This is an optimization exercise on Yosys and OpenROAD, whose aim is small area and a short achievable clock period, not a production implementation. Only simulation tests tie the RTL to the original design; equivalence was not proved. Power and IR drop assume default switching activity.

## the baseline
Design alu16bit, start of the top module:
module alu16bit (
  input clk,
  input reset,
  input [2:0] operation,
  input [15:0] operand_A,
  input [15:0] operand_B,
  output reg [31:0] result,
  output reg carry_flag,
  output reg zero_flag
);
Size: about 1000 cells after synthesis, ~71 I/O pins, about 0.010 mm² of cells after synthesis.
export LEC_CHECK = 0
export CAP_MARGIN = 20
export CORE_MARGIN = 2
export CORE_UTILIZATION = 40
export GPL_TIMING_DRIVEN = 0
export SLEW_MARGIN = 20
export SYNTH_HIERARCHICAL = 1
create_clock -name core_clock -period 7.2 [get_ports {clk}]
run.sh (not shown) runs the stock make flow with config.mk's settings and CLKGATE_MAP_FILE= SYNTH_SCRIPT=/design/flow/synth_recipe.tcl, a recipe that flattens the netlist after the stock synthesis.
The baseline finished all stages; however, its layout fails the closing checks, the failures being negative setup slack.
Input-level comparison between the candidate and the baseline:
Settings: putting ABC_AREA at 1 where nothing was set.
## What came out
- The candidate: full flow OK, the timing, DRC and antenna checks passed
- Cmp the candidate vs the baseline: non-clock buffer count lower in the candidate
- Higher total met3 wirelength after detailed routing goes to the baseline over the candidate.
- Between the candidate and the baseline, the relative slew slack is lower for the baseline.
- Per the comparison of the candidate with the baseline, count of different cell masters after synthesis shrank by 37%; final layout net count has decreased.
- Relative area change from synthesis to final layout: the candidate vs the baseline down 7.7 points
- The candidate against the baseline: synthesized instance count decreased by 3.5% relative to the old numbers; clock network fraction of design power increased by 3.2 points relative to the old numbers; maximum ir drop on the vdd rail increased by 5.1% relative to the old numbers; net switching power decreased by 140 µW relative to the old numbers.
- Net count after synthesis for the candidate: 35 down relative to the baseline


Another version of the RTL of alu16bit (not shown whole).
For scale: roughly 34 flip-flops, roughly 71 I/O pins, ~8800 µm² of cells after synthesis.
Design alu16bit, start of the top module:
module alu16bit (
  input clk,
  input reset,
  input [2:0] operation,
  input [15:0] operand_A,
  input [15:0] operand_B,
  output reg [31:0] result,
  output reg carry_flag,
  output reg zero_flag
);
clock: 7.2 ns
lec_check: 0
abc_area: 1
cap_margin: 20
core_margin: 2
core_utilization: 40
gpl_timing_driven: 0
slew_margin: 20
synth_hierarchical: 1
standard.sh (not shown) runs the stock make flow with config.mk's settings and CLKGATE_MAP_FILE= SYNTH_SCRIPT=/design/flow/synth_recipe.tcl, a recipe that flattens the netlist after the stock synthesis.
==> flow/flow/run.sh <==
#!/bin/bash
# The standard layout, with the port buffers made of plain buffers (sky130
# buf_1, which the resizer may upsize) instead of the delay-cell buffers that
# buffer_ports picks by default.
set -euo pipefail
export BUFFER_PORTS_ARGS="-buffer_cell sky130_fd_sc_hd__buf_1"
bash standard.sh > standard.log 2>&1
The first run finished clean.
==> next run, changes <==
==> flow/run.sh (new file) <==
#!/bin/bash
# synth_recipe.tcl (not shown) runs the flow's synth.tcl, then flattens the netlist and writes it again
# the make line also repeats each setting of config.mk as NAME=value (left out here)
make -C /OpenROAD-flow-scripts/flow DESIGN_CONFIG=/design/flow/config.mk WORK_HOME=/design/flow/orfs CLKGATE_MAP_FILE= SYNTH_SCRIPT=/design/flow/synth_recipe.tcl finish
removed: flow/flow/run.sh
removed: flow/standard.sh
Result: Sequential power hardly moves. Clock-buffer cell count is unchanged. Total power rises by 8.2%. Clock power rises by about 3%. Cell area rises by 6.8%. Die area stays the same. Non-clock buffer count rises by 13. Routed wire length rises by 2.2%. Synthesized area does not change. Setup slack got worse by 0.075 ns.
==> next run, changes <==
Settings changed: CTS_BUF_LIST from default to sky130_fd_sc_hd__clkbuf_8, CTS_CLUSTER_SIZE from default to 40.
After rerunning: The new run completed without violations; hold slack loses 0.011 ns; global-route usage hardly moves; sequential power hardly moves.
==> next run, changes <==
Settings changed: CTS_BUF_LIST sky130_fd_sc_hd__clkbuf_8 to sky130_fd_sc_hd__clkbuf_4, CTS_CLUSTER_SIZE 40 to default.
The new run finished with timing, DRC and antenna clean.
Final cell count went up by 0.46%.
Power is lower by 2.5%.
Cell area goes up by 0.84%.
Area after synthesis stays the same.
Clock power fell by 26%.
Utilization goes up by 0.40 points.
Worst setup slack gains 0.016 ns.
Die area does not change.
Critical path depth fell by 1.

re-timing with driven ports:
In the flow no input, the clock included, has a driving cell. The finished layouts below were timed again as built, in two steps. Step 1 assumes that a clkbuf_16 drives the clock port and a buf_2 every other input. Step 2 moves the port delays by t, midway between the first and last clock arrival at a register: inputs arrive t later, outputs are due t later. That takes back most of the time a late clock gives input paths. Slacks: ideal ports / drivers / drivers and shift; pairs: ideal ports / drivers.
run	t (ns)	slack for setup (ns)	cell pins on the clock port's net
the baseline	0.336	-0.083 / -0.073 / -0.409	1
the candidate	0.327	0.184 / 0.200 / -0.127	1
the first run of note 2	0.316	0.331 / 0.350 / 0.034	1
the second run of note 2	0.318	0.256 / 0.269 / -0.049	1
the third run of note 2	0.326	0.222 / 0.235 / -0.091	1
the fourth run of note 2	0.380	0.238 / 0.246 / -0.134	1
With both steps, setup timing fails in the candidate, the second run of note 2, the third run of note 2 and the fourth run of note 2, where it was met with ideal ports. For the fourth run of note 2, which loses most, drivers alone change the setup slack by +0.008 ns; drivers and shift together by -0.372 ns.
